Context: an optimization exercise on an open-source flow, tuned for small area and a short achievable clock period. The choices shown serve that exercise and are no tape-out recipe. In this exercise RTL edits were held to simulation tests only and were not proved equivalent to the original. Power is estimated from default activity; no workload was simulated.

## run A
## RISCV_pipeline
module RISCV_pipeline ( input rst, input clk,
    output [5:0] mem_addr, output mem_we, output [31:0] mem_wdata, input [31:0] mem_rdata );
reg  [31:0] pc;
reg  [5:0]  addr_q;
reg  [31:0] d_pc, d_inst;                  
reg         x_br, x_mr, x_mw, x_regwr, x_jal, x_jalr;    
reg  [1:0]  x_mtoreg;
reg         x_op10;
reg         x_a_pc, x_a_m, x_a_w, x_a_r;        
reg         x_b_i, x_b_w, x_b_m, x_b_r;         
reg  [31:0] x_pc, x_r1, x_r2;
reg  [10:0] x_imm_lo;                      
reg         x_imm_s;                       
reg         x_imm_hi;                      
reg  [2:0]  x_f3;
reg         x_in30;
reg  [4:0]  x_shamt, x_rd;
reg         m_br, m_mr, m_mw, m_regwr, m_jal, m_jalr;    
reg  [1:0]  m_mtoreg;
reg  [2:0]  m_f3;
reg  [31:0] m_alu, m_r2;
reg  [4:0]  m_rd;
reg         w_regwr, w_00;                 
reg  [4:0]  w_rd;
reg  [31:0] w_val;
reg         rst_q;
wire flush    = m_jal | m_jalr | m_br;
wire bubble_f = m_mr | flush;
wire ecall    = ~bubble_f & ~mem_rdata[20] & (mem_rdata[6:0] == 7'b1110011);
wire stall;
wire pc_en    = ~stall & ~m_mr & ~ecall;
wire [31:0] sum;
wire [31:0] pc_seq = pc + 32'd4;
wire [31:0] pc_tgt = m_jal  ? sum :
                     m_jalr ? {sum[31:1], 1'b0} :
                     m_br   ? m_alu : pc_seq;
wire [31:0] pc_nx  = pc_en ? pc_tgt : pc;
always @(posedge clk or posedge rst)
  if (rst) pc <= 32'd0; else pc <= pc_nx;
always @(posedge clk or posedge rst)
  if (rst) d_inst <= 32'd0;
  else if (!stall) d_inst <= bubble_f ? 32'h00000033 : mem_rdata;
always @(posedge clk)
  if (!stall) d_pc <= pc;
wire [31:0] wb = w_00 ? pc_seq : w_val;
wire [31:0] pc4_nx = pc_en ? {pc[31:2] + 30'd2, pc[1:0]} : pc_seq;
wire [4:0] op  = d_inst[6:2];
wire [4:0] rs1 = d_inst[19:15];
wire [4:0] rs2 = d_inst[24:20];
wire [4:0] rd  = d_inst[11:7];
  ...
Size in the first run: roughly 1400 flip-flops, about 0.061 sq mm of cells after synthesis.
Settings: LEC_CHECK=0, CAP_MARGIN=20, CORE_MARGIN=2, CORE_UTILIZATION=55, CTS_CLUSTER_DIAMETER=60, CTS_CLUSTER_SIZE=30, SLEW_MARGIN=20; clock period 16.0 ns.
standard.sh (not shown) runs the stock make flow with config.mk's settings and CLKGATE_MAP_FILE= SYNTH_SCRIPT=/design/flow/synth_recipe.tcl, a recipe that flattens the netlist after the stock synthesis.
==> flow/flow/run.sh <==
#!/bin/bash
# The standard layout (standard.sh), with three changes to how it is made:
#  - the port buffers are buf_4 (buffer_ports otherwise picks a slow delay cell);
#  - timing repair may change a cell's footprint when it upsizes;
#  - timing repair aims for more setup slack than the clock period needs.
# The design, its synthesis, the clock and the constraints are the standard flow's own.
# make's full output goes to standard.log in this folder.
set -euo pipefail
bash standard.sh \
  MATCH_CELL_FOOTPRINT=0 \
  SETUP_SLACK_MARGIN=11.6 \
  "BUFFER_PORTS_ARGS=-buffer_cell sky130_fd_sc_hd__buf_4" \
  finish > standard.log 2>&1
Run A: PASS, flow complete, no timing, DRC or antenna violations
Modified inputs, run B compared to run A
diff --git a/flow/design.v b/flow/design.v
--- a/flow/design.v
+++ b/flow/design.v
@@ -88,24 +88,26 @@
   if (rst) begin
     byp1 <= 1'b0;
     byp2 <= 1'b0;
   end else begin
     byp1 <= wwe_nx & (m_rd == rs1_nx);
     byp2 <= wwe_nx & (m_rd == rs2_nx);
   end
-reg [31:0] r1, r2;
+reg [31:0] q1, q2;
 integer k;
 always @* begin
-  r1 = {32{byp1}} & wb;
-  r2 = {32{byp2}} & wb;
+  q1 = 32'd0;
+  q2 = 32'd0;
   for (k = 1; k < 32; k = k + 1) begin
-    r1 = r1 | ({32{~byp1 & (rs1 == k)}} & rf[k]);
-    r2 = r2 | ({32{~byp2 & (rs2 == k)}} & rf[k]);
-  end
-end
+    q1 = q1 | ({32{rs1 == k}} & rf[k]);
+    q2 = q2 | ({32{rs2 == k}} & rf[k]);
+  end
+end
+wire [31:0] r1 = byp1 ? wb : q1;
+wire [31:0] r2 = byp2 ? wb : q2;
 wire n_jal    = x_jal & ~flush;              
 wire n_jalr   = x_jalr & ~flush;             
 wire n_br     = c_br & ~kill;                
 wire fa_m = x_regwr & ~flush & (x_rd != 5'd0) & (x_rd == rs1);
 wire fa_w = m_regwr & (m_rd != 5'd0) & (m_rd == rs1);
 wire fb_m = x_regwr & ~flush & (x_rd != 5'd0) & (x_rd == rs2);
 wire fb_w = m_regwr & (m_rd != 5'd0) & (m_rd == rs2);
Looking at clock-buffer cell count, run B sits below run A. On worst hold slack, run B does better than run A. Run B ends up with a global placer's final weighted congestion that is 0.32% higher than in run A. Run B against run A: worst-margin pin slew rose by 0.043 ns; final-layout non-clock buffer area share shows a reduction of 0.25 points; final instance count without filler cells shows an increase of 56; post-synth net total climbed about 2.2%; detailed-placement wirelength estimate now sits lower. Flop-to-flop setup slack (run B over run A): increase, 0.18 ns. Looking at met3 capacity usage during global routing across run B and run A, the one that comes out lower is run B. Run B does worse than run A on synthesized area. There was hardly any difference in adder-cell share of the synthesized area between run B and run A. As far as setup TNS goes, run B and run A are indistinguishable; the numbers are identical. Share of total power consumed by net switching: run B > run A.

[separate check: timing with driven ports]
No port has a modelled driver above. Below, the same layouts with a new extraction and two added sets of constraints. Step 1 sets driving cells, clkbuf_16 on the clock port and buf_2 on the other inputs (assumed; they add their load-dependent delay and slew). Step 2 moves the port delays by t, midway between the first and last clock arrival at a register: inputs arrive t later, outputs are due t later. That takes back most of the time a late clock gives input paths. Three values: ideal ports, drivers, drivers and shift; two values: the first two.
| run | shift t [ns] | setup slack, ns | clock arrival spread, ns |
|---|---|---|---|
| run A | 0.816 | 11.473 / 11.473 / 10.899 | 0.106 / 0.106 |
| run B | 0.812 | 11.565 / 11.490 / 10.903 | 0.066 / 0.067 |
After both steps every run listed still meets setup and hold. The setup slack of run B, which loses most, moves by -0.075 ns with the drivers and by -0.662 ns with both steps.
